Background: an optimization exercise with open tools, aiming at small area and a short achievable clock period. Do not read the settings as production practice.
For this run, only the layout was checked, not whether the RTL still works.

`design/flow/run.sh`:
```
#!/bin/bash
# synth_recipe.tcl (not shown) runs the flow's synth.tcl, then flattens the netlist and writes it again
# the make line also repeats each setting of config.mk as NAME=value (left out here)
make -C /OpenROAD-flow-scripts/flow DESIGN_CONFIG=/design/flow/config.mk WORK_HOME=/design/flow/orfs CLKGATE_MAP_FILE= SYNTH_SCRIPT=/design/flow/synth_recipe.tcl finish
```
`design/flow/config.mk`:
```
export PLATFORM = sky130hd
export DESIGN_NAME = divider
export DESIGN_NICKNAME = divider
export VERILOG_FILES = /design/flow/design.v
export SDC_FILE = /design/flow/constraint.sdc
export NUM_CORES = 8
export LEC_CHECK = 0
export CAP_MARGIN = 20
export CORE_MARGIN = 2
export CORE_UTILIZATION = 40
export SLEW_MARGIN = 20
```
`design/flow/constraint.sdc`:
```
create_clock -name core_clock -period 8.0 [get_ports {clk}]
set_input_delay 1.6000 -clock core_clock [delete_from_list [all_inputs] [get_ports {clk}]]
set_output_delay 1.6000 -clock core_clock [all_outputs]
set_load 0.01 [all_outputs]
```
`design/flow/design.v`:
```
module divider
(
    input              clk,
    input              reset,
    input  [31:0]      A,
    input  [31:0]      B,
    input              start,
    input  [7:0]       Physical_address_in,
    input  [31:0]      PC_in,
    input              divider_op_in,
    output             divide_zero_exception,
    output [31:0]      Result,
    output [7:0]       Physical_address_out,
    output [31:0]      PC_out,
    output             done
);
    wire        bz = (B == 32'd0);
    wire        z16 = ~|B[31:16];
    wire [31:0] n1 = z16 ? {B[15:0], 16'd0} : B;
    wire        z8 = ~|n1[31:24];
    wire [31:0] n2 = z8 ? {n1[23:0], 8'd0} : n1;
    wire        z4 = ~|n2[31:28];
    wire [31:0] n3 = z4 ? {n2[27:0], 4'd0} : n2;
    wire        z2 = ~|n3[31:30];
    wire [31:0] n4 = z2 ? {n3[29:0], 2'd0} : n3;
    wire        z1 = ~n4[31];
    wire [31:0] dn0 = z1 ? {n4[30:0], 1'd0} : n4;
    wire [4:0]  s0 = bz ? 5'd0 : {z16, z8, z4, z2, z1};
    wire [63:0] a1 = s0[4] ? {16'd0, A, 16'd0} : {32'd0, A};
    wire [63:0] a2 = s0[3] ? {a1[55:0], 8'd0} : a1;
    wire [63:0] a3 = s0[2] ? {a2[59:0], 4'd0} : a2;
    wire [63:0] a4 = s0[1] ? {a3[61:0], 2'd0} : a3;
    wire [63:0] an = s0[0] ? {a4[62:0], 1'd0} : a4;
    wire [33:0] ps0 = {2'b00, an[63:32]};
    wire [33:0] pc0_ = 34'd0;
    wire [31:0] st0 = an[31:0];
    wire        v0 = start;
    wire        op0 = divider_op_in;
    wire        bz0 = bz;
    wire [7:0]  pa0 = Physical_address_in;
    wire [31:0] pcx0 = PC_in;
    wire [34:0] dp0 = {3'b111, ~dn0};
    wire [34:0] dm0 = {3'b000, dn0};
    wire [33:0] S0_0 = ps0;
    wire [33:0] C0_0 = pc0_;
    wire t0_0_b = st0[31];
    wire [34:0] t0_0_us = {S0_0, t0_0_b};
    wire [34:0] t0_0_uc = {C0_0, 1'b0};
    wire [3:0]  t0_0_y = t0_0_us[34:31] + t0_0_uc[34:31];
    wire        t0_0_qp = ~t0_0_y[3];
    wire        t0_0_qn = t0_0_y[3] & ~&t0_0_y[2:0];
    wire [34:0] t0_0_t = ({35{t0_0_qp}} & dp0) | ({35{t0_0_qn}} & dm0);
    wire [34:0] t0_0_s = t0_0_us ^ t0_0_uc ^ t0_0_t;
    wire [34:0] t0_0_m = (t0_0_us & t0_0_uc) | (t0_0_us & t0_0_t) | (t0_0_uc & t0_0_t);
    wire [33:0] S0_1 = t0_0_s[33:0];
    wire [33:0] C0_1 = {t0_0_m[32:0], t0_0_qp};
    wire t0_1_b = st0[30];
    wire [34:0] t0_1_us = {S0_1, t0_1_b};
    wire [34:0] t0_1_uc = {C0_1, 1'b0};
    wire [3:0]  t0_1_y = t0_1_us[34:31] + t0_1_uc[34:31];
    wire        t0_1_qp = ~t0_1_y[3];
    wire        t0_1_qn = t0_1_y[3] & ~&t0_1_y[2:0];
    wire [34:0] t0_1_t = ({35{t0_1_qp}} & dp0) | ({35{t0_1_qn}} & dm0);
    wire [34:0] t0_1_s = t0_1_us ^ t0_1_uc ^ t0_1_t;
    wire [34:0] t0_1_m = (t0_1_us & t0_1_uc) | (t0_1_us & t0_1_t) | (t0_1_uc & t0_1_t);
    wire [33:0] S0_2 = t0_1_s[33:0];
    wire [33:0] C0_2 = {t0_1_m[32:0], t0_1_qp};
    wire t0_2_b = st0[29];
    wire [34:0] t0_2_us = {S0_2, t0_2_b};
    wire [34:0] t0_2_uc = {C0_2, 1'b0};
    wire [3:0]  t0_2_y = t0_2_us[34:31] + t0_2_uc[34:31];
    wire        t0_2_qp = ~t0_2_y[3];
    wire        t0_2_qn = t0_2_y[3] & ~&t0_2_y[2:0];
    wire [34:0] t0_2_t = ({35{t0_2_qp}} & dp0) | ({35{t0_2_qn}} & dm0);
    wire [34:0] t0_2_s = t0_2_us ^ t0_2_uc ^ t0_2_t;
    wire [34:0] t0_2_m = (t0_2_us & t0_2_uc) | (t0_2_us & t0_2_t) | (t0_2_uc & t0_2_t);
    wire [33:0] S0_3 = t0_2_s[33:0];
    wire [33:0] C0_3 = {t0_2_m[32:0], t0_2_qp};
    wire [2:0] qpn0 = {t0_0_qp, t0_1_qp, t0_2_qp};
    wire [2:0] qnn0 = {t0_0_qn, t0_1_qn, t0_2_qn};
    reg [33:0] ps1, pc1_;
    reg [31:0] dn1;
    reg [31:0] st1;
    reg [2:0] qp1, qn1;
    reg [4:0] s1;
    reg v1, op1, bz1;
    reg [7:0] pa1;
    reg [31:0] pcx1;
    always @(posedge clk) begin
        ps1 <= S0_3;
        pc1_ <= C0_3;
        dn1 <= dn0;
        st1 <= st0;
        qp1 <= qpn0;
        qn1 <= qnn0;
        s1 <= s0;
        op1 <= op0;
        bz1 <= bz0;
        pa1 <= pa0;
        pcx1 <= pcx0;
        v1 <= v0 & ~reset;
    end
    wire [34:0] dp1 = {3'b111, ~dn1};
    wire [34:0] dm1 = {3'b000, dn1};
    wire [33:0] S1_0 = ps1;
    wire [33:0] C1_0 = pc1_;
    wire t1_0_b = st1[28];
    wire [34:0] t1_0_us = {S1_0, t1_0_b};
    wire [34:0] t1_0_uc = {C1_0, 1'b0};
    wire [3:0]  t1_0_y = t1_0_us[34:31] + t1_0_uc[34:31];
    wire        t1_0_qp = ~t1_0_y[3];
    wire        t1_0_qn = t1_0_y[3] & ~&t1_0_y[2:0];
    wire [34:0] t1_0_t = ({35{t1_0_qp}} & dp1) | ({35{t1_0_qn}} & dm1);
    wire [34:0] t1_0_s = t1_0_us ^ t1_0_uc ^ t1_0_t;
    wire [34:0] t1_0_m = (t1_0_us & t1_0_uc) | (t1_0_us & t1_0_t) | (t1_0_uc & t1_0_t);
    wire [33:0] S1_1 = t1_0_s[33:0];
    wire [33:0] C1_1 = {t1_0_m[32:0], t1_0_qp};
    wire t1_1_b = st1[27];
    wire [34:0] t1_1_us = {S1_1, t1_1_b};
    wire [34:0] t1_1_uc = {C1_1, 1'b0};
    wire [3:0]  t1_1_y = t1_1_us[34:31] + t1_1_uc[34:31];
    wire        t1_1_qp = ~t1_1_y[3];
    wire        t1_1_qn = t1_1_y[3] & ~&t1_1_y[2:0];
    wire [34:0] t1_1_t = ({35{t1_1_qp}} & dp1) | ({35{t1_1_qn}} & dm1);
    wire [34:0] t1_1_s = t1_1_us ^ t1_1_uc ^ t1_1_t;
    wire [34:0] t1_1_m = (t1_1_us & t1_1_uc) | (t1_1_us & t1_1_t) | (t1_1_uc & t1_1_t);
    wire [33:0] S1_2 = t1_1_s[33:0];
    wire [33:0] C1_2 = {t1_1_m[32:0], t1_1_qp};
    wire t1_2_b = st1[26];
    wire [34:0] t1_2_us = {S1_2, t1_2_b};
    wire [34:0] t1_2_uc = {C1_2, 1'b0};
    wire [3:0]  t1_2_y = t1_2_us[34:31] + t1_2_uc[34:31];
    wire        t1_2_qp = ~t1_2_y[3];
    wire        t1_2_qn = t1_2_y[3] & ~&t1_2_y[2:0];
    wire [34:0] t1_2_t = ({35{t1_2_qp}} & dp1) | ({35{t1_2_qn}} & dm1);
    wire [34:0] t1_2_s = t1_2_us ^ t1_2_uc ^ t1_2_t;
    wire [34:0] t1_2_m = (t1_2_us & t1_2_uc) | (t1_2_us & t1_2_t) | (t1_2_uc & t1_2_t);
    wire [33:0] S1_3 = t1_2_s[33:0];
    wire [33:0] C1_3 = {t1_2_m[32:0], t1_2_qp};
    wire t1_3_b = st1[25];
    wire [34:0] t1_3_us = {S1_3, t1_3_b};
    wire [34:0] t1_3_uc = {C1_3, 1'b0};
    wire [3:0]  t1_3_y = t1_3_us[34:31] + t1_3_uc[34:31];
    wire        t1_3_qp = ~t1_3_y[3];
    wire        t1_3_qn = t1_3_y[3] & ~&t1_3_y[2:0];
    wire [34:0] t1_3_t = ({35{t1_3_qp}} & dp1) | ({35{t1_3_qn}} & dm1);
    wire [34:0] t1_3_s = t1_3_us ^ t1_3_uc ^ t1_3_t;
    wire [34:0] t1_3_m = (t1_3_us & t1_3_uc) | (t1_3_us & t1_3_t) | (t1_3_uc & t1_3_t);
    wire [33:0] S1_4 = t1_3_s[33:0];
    wire [33:0] C1_4 = {t1_3_m[32:0], t1_3_qp};
    wire t1_4_b = st1[24];
    wire [34:0] t1_4_us = {S1_4, t1_4_b};
    wire [34:0] t1_4_uc = {C1_4, 1'b0};
    wire [3:0]  t1_4_y = t1_4_us[34:31] + t1_4_uc[34:31];
    wire        t1_4_qp = ~t1_4_y[3];
    wire        t1_4_qn = t1_4_y[3] & ~&t1_4_y[2:0];
    wire [34:0] t1_4_t = ({35{t1_4_qp}} & dp1) | ({35{t1_4_qn}} & dm1);
    wire [34:0] t1_4_s = t1_4_us ^ t1_4_uc ^ t1_4_t;
    wire [34:0] t1_4_m = (t1_4_us & t1_4_uc) | (t1_4_us & t1_4_t) | (t1_4_uc & t1_4_t);
    wire [33:0] S1_5 = t1_4_s[33:0];
    wire [33:0] C1_5 = {t1_4_m[32:0], t1_4_qp};
    wire [7:0] qpn1 = {qp1, t1_0_qp, t1_1_qp, t1_2_qp, t1_3_qp, t1_4_qp};
    wire [7:0] qnn1 = {qn1, t1_0_qn, t1_1_qn, t1_2_qn, t1_3_qn, t1_4_qn};
    reg [33:0] ps2, pc2_;
    reg [31:0] dn2;
    reg [31:0] st2;
    reg [7:0] qp2, qn2;
    reg [4:0] s2;
    reg v2, op2, bz2;
    reg [7:0] pa2;
    reg [31:0] pcx2;
    always @(posedge clk) begin
        ps2 <= S1_5;
        pc2_ <= C1_5;
        dn2 <= dn1;
        st2 <= st1;
        qp2 <= qpn1;
        qn2 <= qnn1;
        s2 <= s1;
        op2 <= op1;
        bz2 <= bz1;
        pa2 <= pa1;
        pcx2 <= pcx1;
        v2 <= v1 & ~reset;
    end
    wire [34:0] dp2 = {3'b111, ~dn2};
    wire [34:0] dm2 = {3'b000, dn2};
    wire [33:0] S2_0 = ps2;
    wire [33:0] C2_0 = pc2_;
    wire t2_0_b = st2[23];
    wire [34:0] t2_0_us = {S2_0, t2_0_b};
    wire [34:0] t2_0_uc = {C2_0, 1'b0};
    wire [3:0]  t2_0_y = t2_0_us[34:31] + t2_0_uc[34:31];
    wire        t2_0_qp = ~t2_0_y[3];
    wire        t2_0_qn = t2_0_y[3] & ~&t2_0_y[2:0];
    wire [34:0] t2_0_t = ({35{t2_0_qp}} & dp2) | ({35{t2_0_qn}} & dm2);
    wire [34:0] t2_0_s = t2_0_us ^ t2_0_uc ^ t2_0_t;
    wire [34:0] t2_0_m = (t2_0_us & t2_0_uc) | (t2_0_us & t2_0_t) | (t2_0_uc & t2_0_t);
    wire [33:0] S2_1 = t2_0_s[33:0];
    wire [33:0] C2_1 = {t2_0_m[32:0], t2_0_qp};
    wire t2_1_b = st2[22];
    wire [34:0] t2_1_us = {S2_1, t2_1_b};
    wire [34:0] t2_1_uc = {C2_1, 1'b0};
    wire [3:0]  t2_1_y = t2_1_us[34:31] + t2_1_uc[34:31];
    wire        t2_1_qp = ~t2_1_y[3];
    wire        t2_1_qn = t2_1_y[3] & ~&t2_1_y[2:0];
    wire [34:0] t2_1_t = ({35{t2_1_qp}} & dp2) | ({35{t2_1_qn}} & dm2);
    wire [34:0] t2_1_s = t2_1_us ^ t2_1_uc ^ t2_1_t;
    wire [34:0] t2_1_m = (t2_1_us & t2_1_uc) | (t2_1_us & t2_1_t) | (t2_1_uc & t2_1_t);
    wire [33:0] S2_2 = t2_1_s[33:0];
    wire [33:0] C2_2 = {t2_1_m[32:0], t2_1_qp};
    wire t2_2_b = st2[21];
    wire [34:0] t2_2_us = {S2_2, t2_2_b};
    wire [34:0] t2_2_uc = {C2_2, 1'b0};
    wire [3:0]  t2_2_y = t2_2_us[34:31] + t2_2_uc[34:31];
    wire        t2_2_qp = ~t2_2_y[3];
    wire        t2_2_qn = t2_2_y[3] & ~&t2_2_y[2:0];
    wire [34:0] t2_2_t = ({35{t2_2_qp}} & dp2) | ({35{t2_2_qn}} & dm2);
    wire [34:0] t2_2_s = t2_2_us ^ t2_2_uc ^ t2_2_t;
    wire [34:0] t2_2_m = (t2_2_us & t2_2_uc) | (t2_2_us & t2_2_t) | (t2_2_uc & t2_2_t);
    wire [33:0] S2_3 = t2_2_s[33:0];
    wire [33:0] C2_3 = {t2_2_m[32:0], t2_2_qp};
    wire t2_3_b = st2[20];
    wire [34:0] t2_3_us = {S2_3, t2_3_b};
    wire [34:0] t2_3_uc = {C2_3, 1'b0};
    wire [3:0]  t2_3_y = t2_3_us[34:31] + t2_3_uc[34:31];
    wire        t2_3_qp = ~t2_3_y[3];
    wire        t2_3_qn = t2_3_y[3] & ~&t2_3_y[2:0];
    wire [34:0] t2_3_t = ({35{t2_3_qp}} & dp2) | ({35{t2_3_qn}} & dm2);
    wire [34:0] t2_3_s = t2_3_us ^ t2_3_uc ^ t2_3_t;
    wire [34:0] t2_3_m = (t2_3_us & t2_3_uc) | (t2_3_us & t2_3_t) | (t2_3_uc & t2_3_t);
    wire [33:0] S2_4 = t2_3_s[33:0];
    wire [33:0] C2_4 = {t2_3_m[32:0], t2_3_qp};
    wire t2_4_b = st2[19];
    wire [34:0] t2_4_us = {S2_4, t2_4_b};
    wire [34:0] t2_4_uc = {C2_4, 1'b0};
    wire [3:0]  t2_4_y = t2_4_us[34:31] + t2_4_uc[34:31];
    wire        t2_4_qp = ~t2_4_y[3];
    wire        t2_4_qn = t2_4_y[3] & ~&t2_4_y[2:0];
    wire [34:0] t2_4_t = ({35{t2_4_qp}} & dp2) | ({35{t2_4_qn}} & dm2);
    wire [34:0] t2_4_s = t2_4_us ^ t2_4_uc ^ t2_4_t;
    wire [34:0] t2_4_m = (t2_4_us & t2_4_uc) | (t2_4_us & t2_4_t) | (t2_4_uc & t2_4_t);
    wire [33:0] S2_5 = t2_4_s[33:0];
    wire [33:0] C2_5 = {t2_4_m[32:0], t2_4_qp};
    wire [12:0] qpn2 = {qp2, t2_0_qp, t2_1_qp, t2_2_qp, t2_3_qp, t2_4_qp};
    wire [12:0] qnn2 = {qn2, t2_0_qn, t2_1_qn, t2_2_qn, t2_3_qn, t2_4_qn};
    reg [33:0] ps3, pc3_;
    reg [31:0] dn3;
    reg [31:0] st3;
    reg [12:0] qp3, qn3;
    reg [4:0] s3;
    reg v3, op3, bz3;
    reg [7:0] pa3;
    reg [31:0] pcx3;
    always @(posedge clk) begin
        ps3 <= S2_5;
        pc3_ <= C2_5;
        dn3 <= dn2;
        st3 <= st2;
        qp3 <= qpn2;
        qn3 <= qnn2;
        s3 <= s2;
        op3 <= op2;
        bz3 <= bz2;
        pa3 <= pa2;
        pcx3 <= pcx2;
        v3 <= v2 & ~reset;
    end
    wire [34:0] dp3 = {3'b111, ~dn3};
    wire [34:0] dm3 = {3'b000, dn3};
    wire [33:0] S3_0 = ps3;
    wire [33:0] C3_0 = pc3_;
    wire t3_0_b = st3[18];
    wire [34:0] t3_0_us = {S3_0, t3_0_b};
    wire [34:0] t3_0_uc = {C3_0, 1'b0};
    wire [3:0]  t3_0_y = t3_0_us[34:31] + t3_0_uc[34:31];
    wire        t3_0_qp = ~t3_0_y[3];
    wire        t3_0_qn = t3_0_y[3] & ~&t3_0_y[2:0];
    wire [34:0] t3_0_t = ({35{t3_0_qp}} & dp3) | ({35{t3_0_qn}} & dm3);
    wire [34:0] t3_0_s = t3_0_us ^ t3_0_uc ^ t3_0_t;
    wire [34:0] t3_0_m = (t3_0_us & t3_0_uc) | (t3_0_us & t3_0_t) | (t3_0_uc & t3_0_t);
    wire [33:0] S3_1 = t3_0_s[33:0];
    wire [33:0] C3_1 = {t3_0_m[32:0], t3_0_qp};
    wire t3_1_b = st3[17];
    wire [34:0] t3_1_us = {S3_1, t3_1_b};
    wire [34:0] t3_1_uc = {C3_1, 1'b0};
    wire [3:0]  t3_1_y = t3_1_us[34:31] + t3_1_uc[34:31];
    wire        t3_1_qp = ~t3_1_y[3];
    wire        t3_1_qn = t3_1_y[3] & ~&t3_1_y[2:0];
    wire [34:0] t3_1_t = ({35{t3_1_qp}} & dp3) | ({35{t3_1_qn}} & dm3);
    wire [34:0] t3_1_s = t3_1_us ^ t3_1_uc ^ t3_1_t;
    wire [34:0] t3_1_m = (t3_1_us & t3_1_uc) | (t3_1_us & t3_1_t) | (t3_1_uc & t3_1_t);
    wire [33:0] S3_2 = t3_1_s[33:0];
    wire [33:0] C3_2 = {t3_1_m[32:0], t3_1_qp};
    wire t3_2_b = st3[16];
    wire [34:0] t3_2_us = {S3_2, t3_2_b};
    wire [34:0] t3_2_uc = {C3_2, 1'b0};
    wire [3:0]  t3_2_y = t3_2_us[34:31] + t3_2_uc[34:31];
    wire        t3_2_qp = ~t3_2_y[3];
    wire        t3_2_qn = t3_2_y[3] & ~&t3_2_y[2:0];
    wire [34:0] t3_2_t = ({35{t3_2_qp}} & dp3) | ({35{t3_2_qn}} & dm3);
    wire [34:0] t3_2_s = t3_2_us ^ t3_2_uc ^ t3_2_t;
    wire [34:0] t3_2_m = (t3_2_us & t3_2_uc) | (t3_2_us & t3_2_t) | (t3_2_uc & t3_2_t);
    wire [33:0] S3_3 = t3_2_s[33:0];
    wire [33:0] C3_3 = {t3_2_m[32:0], t3_2_qp};
    wire t3_3_b = st3[15];
    wire [34:0] t3_3_us = {S3_3, t3_3_b};
    wire [34:0] t3_3_uc = {C3_3, 1'b0};
    wire [3:0]  t3_3_y = t3_3_us[34:31] + t3_3_uc[34:31];
    wire        t3_3_qp = ~t3_3_y[3];
    wire        t3_3_qn = t3_3_y[3] & ~&t3_3_y[2:0];
    wire [34:0] t3_3_t = ({35{t3_3_qp}} & dp3) | ({35{t3_3_qn}} & dm3);
    wire [34:0] t3_3_s = t3_3_us ^ t3_3_uc ^ t3_3_t;
    wire [34:0] t3_3_m = (t3_3_us & t3_3_uc) | (t3_3_us & t3_3_t) | (t3_3_uc & t3_3_t);
    wire [33:0] S3_4 = t3_3_s[33:0];
    wire [33:0] C3_4 = {t3_3_m[32:0], t3_3_qp};
    wire t3_4_b = st3[14];
    wire [34:0] t3_4_us = {S3_4, t3_4_b};
    wire [34:0] t3_4_uc = {C3_4, 1'b0};
    wire [3:0]  t3_4_y = t3_4_us[34:31] + t3_4_uc[34:31];
    wire        t3_4_qp = ~t3_4_y[3];
    wire        t3_4_qn = t3_4_y[3] & ~&t3_4_y[2:0];
    wire [34:0] t3_4_t = ({35{t3_4_qp}} & dp3) | ({35{t3_4_qn}} & dm3);
    wire [34:0] t3_4_s = t3_4_us ^ t3_4_uc ^ t3_4_t;
    wire [34:0] t3_4_m = (t3_4_us & t3_4_uc) | (t3_4_us & t3_4_t) | (t3_4_uc & t3_4_t);
    wire [33:0] S3_5 = t3_4_s[33:0];
    wire [33:0] C3_5 = {t3_4_m[32:0], t3_4_qp};
    wire [17:0] qpn3 = {qp3, t3_0_qp, t3_1_qp, t3_2_qp, t3_3_qp, t3_4_qp};
    wire [17:0] qnn3 = {qn3, t3_0_qn, t3_1_qn, t3_2_qn, t3_3_qn, t3_4_qn};
    reg [33:0] ps4, pc4_;
    reg [31:0] dn4;
    reg [31:0] st4;
    reg [17:0] qp4, qn4;
    reg [4:0] s4;
    reg v4, op4, bz4;
    reg [7:0] pa4;
    reg [31:0] pcx4;
    always @(posedge clk) begin
        ps4 <= S3_5;
        pc4_ <= C3_5;
        dn4 <= dn3;
        st4 <= st3;
        qp4 <= qpn3;
        qn4 <= qnn3;
        s4 <= s3;
        op4 <= op3;
        bz4 <= bz3;
        pa4 <= pa3;
        pcx4 <= pcx3;
        v4 <= v3 & ~reset;
    end
    wire [34:0] dp4 = {3'b111, ~dn4};
    wire [34:0] dm4 = {3'b000, dn4};
    wire [33:0] S4_0 = ps4;
    wire [33:0] C4_0 = pc4_;
    wire t4_0_b = st4[13];
    wire [34:0] t4_0_us = {S4_0, t4_0_b};
    wire [34:0] t4_0_uc = {C4_0, 1'b0};
    wire [3:0]  t4_0_y = t4_0_us[34:31] + t4_0_uc[34:31];
    wire        t4_0_qp = ~t4_0_y[3];
    wire        t4_0_qn = t4_0_y[3] & ~&t4_0_y[2:0];
    wire [34:0] t4_0_t = ({35{t4_0_qp}} & dp4) | ({35{t4_0_qn}} & dm4);
    wire [34:0] t4_0_s = t4_0_us ^ t4_0_uc ^ t4_0_t;
    wire [34:0] t4_0_m = (t4_0_us & t4_0_uc) | (t4_0_us & t4_0_t) | (t4_0_uc & t4_0_t);
    wire [33:0] S4_1 = t4_0_s[33:0];
    wire [33:0] C4_1 = {t4_0_m[32:0], t4_0_qp};
    wire t4_1_b = st4[12];
    wire [34:0] t4_1_us = {S4_1, t4_1_b};
    wire [34:0] t4_1_uc = {C4_1, 1'b0};
    wire [3:0]  t4_1_y = t4_1_us[34:31] + t4_1_uc[34:31];
    wire        t4_1_qp = ~t4_1_y[3];
    wire        t4_1_qn = t4_1_y[3] & ~&t4_1_y[2:0];
    wire [34:0] t4_1_t = ({35{t4_1_qp}} & dp4) | ({35{t4_1_qn}} & dm4);
    wire [34:0] t4_1_s = t4_1_us ^ t4_1_uc ^ t4_1_t;
    wire [34:0] t4_1_m = (t4_1_us & t4_1_uc) | (t4_1_us & t4_1_t) | (t4_1_uc & t4_1_t);
    wire [33:0] S4_2 = t4_1_s[33:0];
    wire [33:0] C4_2 = {t4_1_m[32:0], t4_1_qp};
    wire t4_2_b = st4[11];
    wire [34:0] t4_2_us = {S4_2, t4_2_b};
    wire [34:0] t4_2_uc = {C4_2, 1'b0};
    wire [3:0]  t4_2_y = t4_2_us[34:31] + t4_2_uc[34:31];
    wire        t4_2_qp = ~t4_2_y[3];
    wire        t4_2_qn = t4_2_y[3] & ~&t4_2_y[2:0];
    wire [34:0] t4_2_t = ({35{t4_2_qp}} & dp4) | ({35{t4_2_qn}} & dm4);
    wire [34:0] t4_2_s = t4_2_us ^ t4_2_uc ^ t4_2_t;
    wire [34:0] t4_2_m = (t4_2_us & t4_2_uc) | (t4_2_us & t4_2_t) | (t4_2_uc & t4_2_t);
    wire [33:0] S4_3 = t4_2_s[33:0];
    wire [33:0] C4_3 = {t4_2_m[32:0], t4_2_qp};
    wire t4_3_b = st4[10];
    wire [34:0] t4_3_us = {S4_3, t4_3_b};
    wire [34:0] t4_3_uc = {C4_3, 1'b0};
    wire [3:0]  t4_3_y = t4_3_us[34:31] + t4_3_uc[34:31];
    wire        t4_3_qp = ~t4_3_y[3];
    wire        t4_3_qn = t4_3_y[3] & ~&t4_3_y[2:0];
    wire [34:0] t4_3_t = ({35{t4_3_qp}} & dp4) | ({35{t4_3_qn}} & dm4);
    wire [34:0] t4_3_s = t4_3_us ^ t4_3_uc ^ t4_3_t;
    wire [34:0] t4_3_m = (t4_3_us & t4_3_uc) | (t4_3_us & t4_3_t) | (t4_3_uc & t4_3_t);
    wire [33:0] S4_4 = t4_3_s[33:0];
    wire [33:0] C4_4 = {t4_3_m[32:0], t4_3_qp};
    wire t4_4_b = st4[9];
    wire [34:0] t4_4_us = {S4_4, t4_4_b};
    wire [34:0] t4_4_uc = {C4_4, 1'b0};
    wire [3:0]  t4_4_y = t4_4_us[34:31] + t4_4_uc[34:31];
    wire        t4_4_qp = ~t4_4_y[3];
    wire        t4_4_qn = t4_4_y[3] & ~&t4_4_y[2:0];
    wire [34:0] t4_4_t = ({35{t4_4_qp}} & dp4) | ({35{t4_4_qn}} & dm4);
    wire [34:0] t4_4_s = t4_4_us ^ t4_4_uc ^ t4_4_t;
    wire [34:0] t4_4_m = (t4_4_us & t4_4_uc) | (t4_4_us & t4_4_t) | (t4_4_uc & t4_4_t);
    wire [33:0] S4_5 = t4_4_s[33:0];
    wire [33:0] C4_5 = {t4_4_m[32:0], t4_4_qp};
    wire [22:0] qpn4 = {qp4, t4_0_qp, t4_1_qp, t4_2_qp, t4_3_qp, t4_4_qp};
    wire [22:0] qnn4 = {qn4, t4_0_qn, t4_1_qn, t4_2_qn, t4_3_qn, t4_4_qn};
    reg [33:0] ps5, pc5_;
    reg [31:0] dn5;
    reg [31:0] st5;
    reg [22:0] qp5, qn5;
    reg [4:0] s5;
    reg v5, op5, bz5;
    reg [7:0] pa5;
    reg [31:0] pcx5;
    always @(posedge clk) begin
        ps5 <= S4_5;
        pc5_ <= C4_5;
        dn5 <= dn4;
        st5 <= st4;
        qp5 <= qpn4;
        qn5 <= qnn4;
        s5 <= s4;
        op5 <= op4;
        bz5 <= bz4;
        pa5 <= pa4;
        pcx5 <= pcx4;
        v5 <= v4 & ~reset;
    end
    wire [34:0] dp5 = {3'b111, ~dn5};
    wire [34:0] dm5 = {3'b000, dn5};
    wire [33:0] S5_0 = ps5;
    wire [33:0] C5_0 = pc5_;
    wire t5_0_b = st5[8];
    wire [34:0] t5_0_us = {S5_0, t5_0_b};
    wire [34:0] t5_0_uc = {C5_0, 1'b0};
    wire [3:0]  t5_0_y = t5_0_us[34:31] + t5_0_uc[34:31];
    wire        t5_0_qp = ~t5_0_y[3];
    wire        t5_0_qn = t5_0_y[3] & ~&t5_0_y[2:0];
    wire [34:0] t5_0_t = ({35{t5_0_qp}} & dp5) | ({35{t5_0_qn}} & dm5);
    wire [34:0] t5_0_s = t5_0_us ^ t5_0_uc ^ t5_0_t;
    wire [34:0] t5_0_m = (t5_0_us & t5_0_uc) | (t5_0_us & t5_0_t) | (t5_0_uc & t5_0_t);
    wire [33:0] S5_1 = t5_0_s[33:0];
    wire [33:0] C5_1 = {t5_0_m[32:0], t5_0_qp};
    wire t5_1_b = st5[7];
    wire [34:0] t5_1_us = {S5_1, t5_1_b};
    wire [34:0] t5_1_uc = {C5_1, 1'b0};
    wire [3:0]  t5_1_y = t5_1_us[34:31] + t5_1_uc[34:31];
    wire        t5_1_qp = ~t5_1_y[3];
    wire        t5_1_qn = t5_1_y[3] & ~&t5_1_y[2:0];
    wire [34:0] t5_1_t = ({35{t5_1_qp}} & dp5) | ({35{t5_1_qn}} & dm5);
    wire [34:0] t5_1_s = t5_1_us ^ t5_1_uc ^ t5_1_t;
    wire [34:0] t5_1_m = (t5_1_us & t5_1_uc) | (t5_1_us & t5_1_t) | (t5_1_uc & t5_1_t);
    wire [33:0] S5_2 = t5_1_s[33:0];
    wire [33:0] C5_2 = {t5_1_m[32:0], t5_1_qp};
    wire t5_2_b = st5[6];
    wire [34:0] t5_2_us = {S5_2, t5_2_b};
    wire [34:0] t5_2_uc = {C5_2, 1'b0};
    wire [3:0]  t5_2_y = t5_2_us[34:31] + t5_2_uc[34:31];
    wire        t5_2_qp = ~t5_2_y[3];
    wire        t5_2_qn = t5_2_y[3] & ~&t5_2_y[2:0];
    wire [34:0] t5_2_t = ({35{t5_2_qp}} & dp5) | ({35{t5_2_qn}} & dm5);
    wire [34:0] t5_2_s = t5_2_us ^ t5_2_uc ^ t5_2_t;
    wire [34:0] t5_2_m = (t5_2_us & t5_2_uc) | (t5_2_us & t5_2_t) | (t5_2_uc & t5_2_t);
    wire [33:0] S5_3 = t5_2_s[33:0];
    wire [33:0] C5_3 = {t5_2_m[32:0], t5_2_qp};
    wire t5_3_b = st5[5];
    wire [34:0] t5_3_us = {S5_3, t5_3_b};
    wire [34:0] t5_3_uc = {C5_3, 1'b0};
    wire [3:0]  t5_3_y = t5_3_us[34:31] + t5_3_uc[34:31];
    wire        t5_3_qp = ~t5_3_y[3];
    wire        t5_3_qn = t5_3_y[3] & ~&t5_3_y[2:0];
    wire [34:0] t5_3_t = ({35{t5_3_qp}} & dp5) | ({35{t5_3_qn}} & dm5);
    wire [34:0] t5_3_s = t5_3_us ^ t5_3_uc ^ t5_3_t;
    wire [34:0] t5_3_m = (t5_3_us & t5_3_uc) | (t5_3_us & t5_3_t) | (t5_3_uc & t5_3_t);
    wire [33:0] S5_4 = t5_3_s[33:0];
    wire [33:0] C5_4 = {t5_3_m[32:0], t5_3_qp};
    wire t5_4_b = st5[4];
    wire [34:0] t5_4_us = {S5_4, t5_4_b};
    wire [34:0] t5_4_uc = {C5_4, 1'b0};
    wire [3:0]  t5_4_y = t5_4_us[34:31] + t5_4_uc[34:31];
    wire        t5_4_qp = ~t5_4_y[3];
    wire        t5_4_qn = t5_4_y[3] & ~&t5_4_y[2:0];
    wire [34:0] t5_4_t = ({35{t5_4_qp}} & dp5) | ({35{t5_4_qn}} & dm5);
    wire [34:0] t5_4_s = t5_4_us ^ t5_4_uc ^ t5_4_t;
    wire [34:0] t5_4_m = (t5_4_us & t5_4_uc) | (t5_4_us & t5_4_t) | (t5_4_uc & t5_4_t);
    wire [33:0] S5_5 = t5_4_s[33:0];
    wire [33:0] C5_5 = {t5_4_m[32:0], t5_4_qp};
    wire [27:0] qpn5 = {qp5, t5_0_qp, t5_1_qp, t5_2_qp, t5_3_qp, t5_4_qp};
    wire [27:0] qnn5 = {qn5, t5_0_qn, t5_1_qn, t5_2_qn, t5_3_qn, t5_4_qn};
    reg [33:0] ps6, pc6_;
    reg [31:0] dn6;
    reg [31:0] st6;
    reg [27:0] qp6, qn6;
    reg [4:0] s6;
    reg v6, op6, bz6;
    reg [7:0] pa6;
    reg [31:0] pcx6;
    always @(posedge clk) begin
        ps6 <= S5_5;
        pc6_ <= C5_5;
        dn6 <= dn5;
        st6 <= st5;
        qp6 <= qpn5;
        qn6 <= qnn5;
        s6 <= s5;
        op6 <= op5;
        bz6 <= bz5;
        pa6 <= pa5;
        pcx6 <= pcx5;
        v6 <= v5 & ~reset;
    end
    wire [34:0] dp6 = {3'b111, ~dn6};
    wire [34:0] dm6 = {3'b000, dn6};
    wire [33:0] S6_0 = ps6;
    wire [33:0] C6_0 = pc6_;
    wire t6_0_b = st6[3];
    wire [34:0] t6_0_us = {S6_0, t6_0_b};
    wire [34:0] t6_0_uc = {C6_0, 1'b0};
    wire [3:0]  t6_0_y = t6_0_us[34:31] + t6_0_uc[34:31];
    wire        t6_0_qp = ~t6_0_y[3];
    wire        t6_0_qn = t6_0_y[3] & ~&t6_0_y[2:0];
    wire [34:0] t6_0_t = ({35{t6_0_qp}} & dp6) | ({35{t6_0_qn}} & dm6);
    wire [34:0] t6_0_s = t6_0_us ^ t6_0_uc ^ t6_0_t;
    wire [34:0] t6_0_m = (t6_0_us & t6_0_uc) | (t6_0_us & t6_0_t) | (t6_0_uc & t6_0_t);
    wire [33:0] S6_1 = t6_0_s[33:0];
    wire [33:0] C6_1 = {t6_0_m[32:0], t6_0_qp};
    wire t6_1_b = st6[2];
    wire [34:0] t6_1_us = {S6_1, t6_1_b};
    wire [34:0] t6_1_uc = {C6_1, 1'b0};
    wire [3:0]  t6_1_y = t6_1_us[34:31] + t6_1_uc[34:31];
    wire        t6_1_qp = ~t6_1_y[3];
    wire        t6_1_qn = t6_1_y[3] & ~&t6_1_y[2:0];
    wire [34:0] t6_1_t = ({35{t6_1_qp}} & dp6) | ({35{t6_1_qn}} & dm6);
    wire [34:0] t6_1_s = t6_1_us ^ t6_1_uc ^ t6_1_t;
    wire [34:0] t6_1_m = (t6_1_us & t6_1_uc) | (t6_1_us & t6_1_t) | (t6_1_uc & t6_1_t);
    wire [33:0] S6_2 = t6_1_s[33:0];
    wire [33:0] C6_2 = {t6_1_m[32:0], t6_1_qp};
    wire t6_2_b = st6[1];
    wire [34:0] t6_2_us = {S6_2, t6_2_b};
    wire [34:0] t6_2_uc = {C6_2, 1'b0};
    wire [3:0]  t6_2_y = t6_2_us[34:31] + t6_2_uc[34:31];
    wire        t6_2_qp = ~t6_2_y[3];
    wire        t6_2_qn = t6_2_y[3] & ~&t6_2_y[2:0];
    wire [34:0] t6_2_t = ({35{t6_2_qp}} & dp6) | ({35{t6_2_qn}} & dm6);
    wire [34:0] t6_2_s = t6_2_us ^ t6_2_uc ^ t6_2_t;
    wire [34:0] t6_2_m = (t6_2_us & t6_2_uc) | (t6_2_us & t6_2_t) | (t6_2_uc & t6_2_t);
    wire [33:0] S6_3 = t6_2_s[33:0];
    wire [33:0] C6_3 = {t6_2_m[32:0], t6_2_qp};
    wire t6_3_b = st6[0];
    wire [34:0] t6_3_us = {S6_3, t6_3_b};
    wire [34:0] t6_3_uc = {C6_3, 1'b0};
    wire [3:0]  t6_3_y = t6_3_us[34:31] + t6_3_uc[34:31];
    wire        t6_3_qp = ~t6_3_y[3];
    wire        t6_3_qn = t6_3_y[3] & ~&t6_3_y[2:0];
    wire [34:0] t6_3_t = ({35{t6_3_qp}} & dp6) | ({35{t6_3_qn}} & dm6);
    wire [34:0] t6_3_s = t6_3_us ^ t6_3_uc ^ t6_3_t;
    wire [34:0] t6_3_m = (t6_3_us & t6_3_uc) | (t6_3_us & t6_3_t) | (t6_3_uc & t6_3_t);
    wire [33:0] S6_4 = t6_3_s[33:0];
    wire [33:0] C6_4 = {t6_3_m[32:0], t6_3_qp};
    wire [31:0] qpn6 = {qp6, t6_0_qp, t6_1_qp, t6_2_qp, t6_3_qp};
    wire [31:0] qnn6 = {qn6, t6_0_qn, t6_1_qn, t6_2_qn, t6_3_qn};
    wire [32:0] pr = S6_4[32:0] + C6_4[32:0];
    wire        rneg = pr[32];
    wire [31:0] pfx = S6_4[31:0] + C6_4[31:0] + dn6;
    wire [31:0] rn = rneg ? pfx : pr[31:0];
    wire [31:0] rem = rn >> s6;
    wire [31:0] quo = bz6 ? 32'hffffffff : (qpn6 + ~qnn6 + {31'd0, ~rneg});
    reg [31:0] res_r;
    reg v_r, z_r;
    reg [7:0] pa_r;
    reg [31:0] pc_r;
    always @(posedge clk) begin
        res_r <= op6 ? quo : rem;
        z_r <= bz6 & (|rem);
        pa_r <= pa6;
        pc_r <= pcx6;
        v_r <= v6 & ~reset;
    end
    assign Result = res_r;
    assign divide_zero_exception = z_r;
    assign Physical_address_out = pa_r;
    assign PC_out = pc_r;
    assign done = v_r;
endmodule
```
==> results_dict.tcl <==
set metrics [dict create \
    grt_overflow 0 \
    antenna_left 0 \
    routed-via-count 57464 \
    period_share_pct 152 \
    fin_cells 11626 \
    hp-start "pcx5[10]" \
    grt_pass1_wl_um 346000 \
    maxSlewViolCount 0 \
    netlist_top_cells_area "dfxtp_1, fa_1, a21oi_1" \
    status "finished with violations" \
    grt_antenna_before_repair 4 \
    wire_per_inst_um 18.9 \
    tightest_slew_ps 1090 \
    gp_congestion 0.927 \
    dp_hpwl_um 170000 \
    grt_pass1_vias 61795 \
    syn-num-nets 9400 \
    dieArea_mm2 0.193 \
    synth_edf_count 0 \
    slew_headroom_pct 27.3 \
    failed_checks "negative setup slack" \
    drive_above_1_share_pct 26.7 \
    cp_slowest_cell "fa_2" \
    r2r_cells 65 \
    post-route-drc-count 0 \
    grt_usage_pct 22.9 \
    critPathArrivalTime_ps 12830 \
    ioPinCount 182 \
    clock_skew_ps 45.2 \
    vias_per_cell 4.94 \
    seqCellArea_mm2 0.0246 \
    drt-total-wl_um 220000 \
    dp_cells 11071 \
    worstPathMaxFanout 7 \
    setup_violations 448 \
    worst_ep_required_time_ps 8680 \
    clk_pin_slew_ps 60 \
    syn_area_mm2 0.0757 \
    die_x_um 439 \
    hold_viol_final 0 \
    synth_area_leader_cell "dfxtp_1" \
    layout.nets 10437 \
    max_freq_ghz 0.0823 \
    final.setup.worst_slack_ps -4140 \
    critical-path-max-stage-delay_ps 490 \
    avgSynthCellArea_um2 9.47 \
    first_pass_iters 6 \
    portBuffers 181 \
    start_util_pct 40.3 \
    fin_hold_ws_ps 300 \
    regToRegSetupSlack_ps -4140 \
    multi_input_area_mm2 0.0499 \
    synth-seq-area-share_pct 32.5 \
    maxCapViolCount 0 \
    antennaDiodeCount 0 \
    die_y_um 439 \
    critPathLaunchType "flip-flop" \
    cts_buffer_depth 3 \
    cts_tree "done" \
    area_growth_pct 30.2 \
    fin_crit_ps 12140 \
    grt_start_max_net_pins 60 \
    rows 159 \
    tns_ps -716500 \
    cts_sinks 1229 \
    root_buffer "clkbuf_16" \
    core_area_mm2 0.188 \
    synth_top_flop_cell "dfxtp_1" \
    min_to "pcx6[10]" \
    worstReg2RegStart "pc6_[30]" \
    ys_types 80 \
    grt_setup_unrepaired "yes" \
    synth-seq-cells 1229 \
    htreeDepth 4 \
    cts_buffers 135 \
    insertion_delay_ps 820 \
    drt-initial-drc-count 2829 \
    hold_path_class "flip-flop to flip-flop" \
    cp-end-kind "flip-flop" \
    ys_async_sr_fraction_pct 0 \
    synth_warnings 1 \
    critPathKind "flip-flop to flip-flop" \
    holdPathStages 0 \
    cts_hold_buf 0 \
    yosysTopAreaCellShare_pct 32.5 \
    nFillCells 16827 \
    r2r_end "res_r[26]" \
    netlist_instances 7991 \
]
## critical path, delay by kind of cell, from the launching register on
family,cells,cell delay (ps)
buffers and inverters,9,910
AOI/OAI and AO/OA,24,4000
DFF,1,350
adders and majority gates,12,3720
xor gates and xnor gates,6,1060
and+or+nand+nor,14,1990
## layer usage
metal / up-vias / part of all wire, % / routed length, µm / global-route usage, %
met1: 28478 / 40 / 87100 / 26.3
li1: 27364 / - / - / -
met4: 0 / 5.3 / 11700 / 11.0
met2: 1174 / 51 / 113000 / 41.9
met3: 448 / 3.7 / 8110 / 3.03
met5: - / 0 / 0 / 0
## cells in the final DEF, fill, tap and decap left out, drive strengths merged, types with 119 or more instances in the layout
cell type / count
dfxtp: 1229
inv: 1188
xnor2: 119
ha: 246
mux2i: 191
a21oi: 891
nor2: 912
nand2: 580
fa: 1055
clkdlybuf4s50: 181
o21ai: 440
buf: 1196
clkbuf: 178
## Yosys cell counts (17+ instances only)
master,n
a211oi_1,31
a21o_1,69
a21oi_1,890
a31oi_1,45
buf_1,18
clkbuf_1,453
dfxtp_1,1229
fa_1,1055
ha_1,246
inv_1,1174
mux2_2,25
mux2i_1,191
mux4_2,32
nand2_1,580
nand2b_1,17
nand3_1,65
nor2_1,912
nor2b_1,18
nor3_1,39
o21ai_0,431
xnor2_1,116
xor2_1,73
## cells by family after synthesis
family,share of synthesized area (%)
compound gates,11.9
fa+ha+maj,32.0
buf+inv,8.30
xor+xnor,2.30
simple gates,9.18
flops,32.5
mux,3.85
## registers in the layout, indices dropped and copies added (netlist names), 34 cells and up
register,cells
pc1_,34
pc2_,34
pc3_,34
pc4_,34
pc5_,34
pc6_,34
ps1,34
ps2,34
ps3,34
ps4,34
ps5,34
ps6,34
## final cells by class
class,count,area share (%)
Clock buffer,174,3.75
Sequential cell,1229,25.0
Timing Repair Buffer,1382,12.0
Multi-Input combinational cell,5098,50.7
Inverter,1182,4.51
Tap cell,2495,3.17
Clock inverter,66,0.951
## through the flow
stage	setup slack, ps	area, µm²	util (%)
floorplan	-5060	78800	-
global placement	-4870	88100	46.9
detailed placement	-4910	88100	46.9
CTS	-4000	96900	51.6
global route	-4740	98600	52.5
finish	-4140	98600	52.5
## worst max path at each step
stage                      to  startpoint  slack [ps]  cells past startpoint
floorplan           res_r[26]    pc6_[30]       -5060                     69
global placement          z_r    pc6_[30]       -4870                     57
detailed placement        z_r    pc6_[30]       -4910                     58
CTS                 res_r[26]     ps6[30]       -4000                     64
global route        res_r[30]    pc6_[30]       -4740                     67
finish              res_r[26]    pc6_[30]       -4140                     65
## repair_timing
item	CTS	global route
pin swaps	249	238
resized for setup	408	304
endpoints found under the setup margin	443	450
cloned	20	4
buffers inserted	259	71

## afterwards: timing with drivers on the ports
The results above use ideal ports. As a check the final layout listed here was re-extracted and re-timed, cells and wires unchanged.
Step 1: set_driving_cell puts a clkbuf_16 on clk and a buf_2 on each other input, an assumption about the parent block.
Step 2 moves the port delays by t, midway between the first and last clock arrival at a register: inputs arrive t later, outputs are due t later. That takes back most of the time a late clock gives input paths.
Three values: no drivers, after step 1, after step 2; two values: the first two.
t (ns): 0.881
slack for setup (ns): -4.144 / -4.144 / -4.144
worst hold slack (ns): 0.300 / 0.300 / 0.300
slew at the worst register clock pin (ns): 0.07 / 0.07
worst slew at a driven data input, ns: 0.05
The setup slack of this run moves by 0.000 ns with the drivers and by 0.000 ns with both steps.
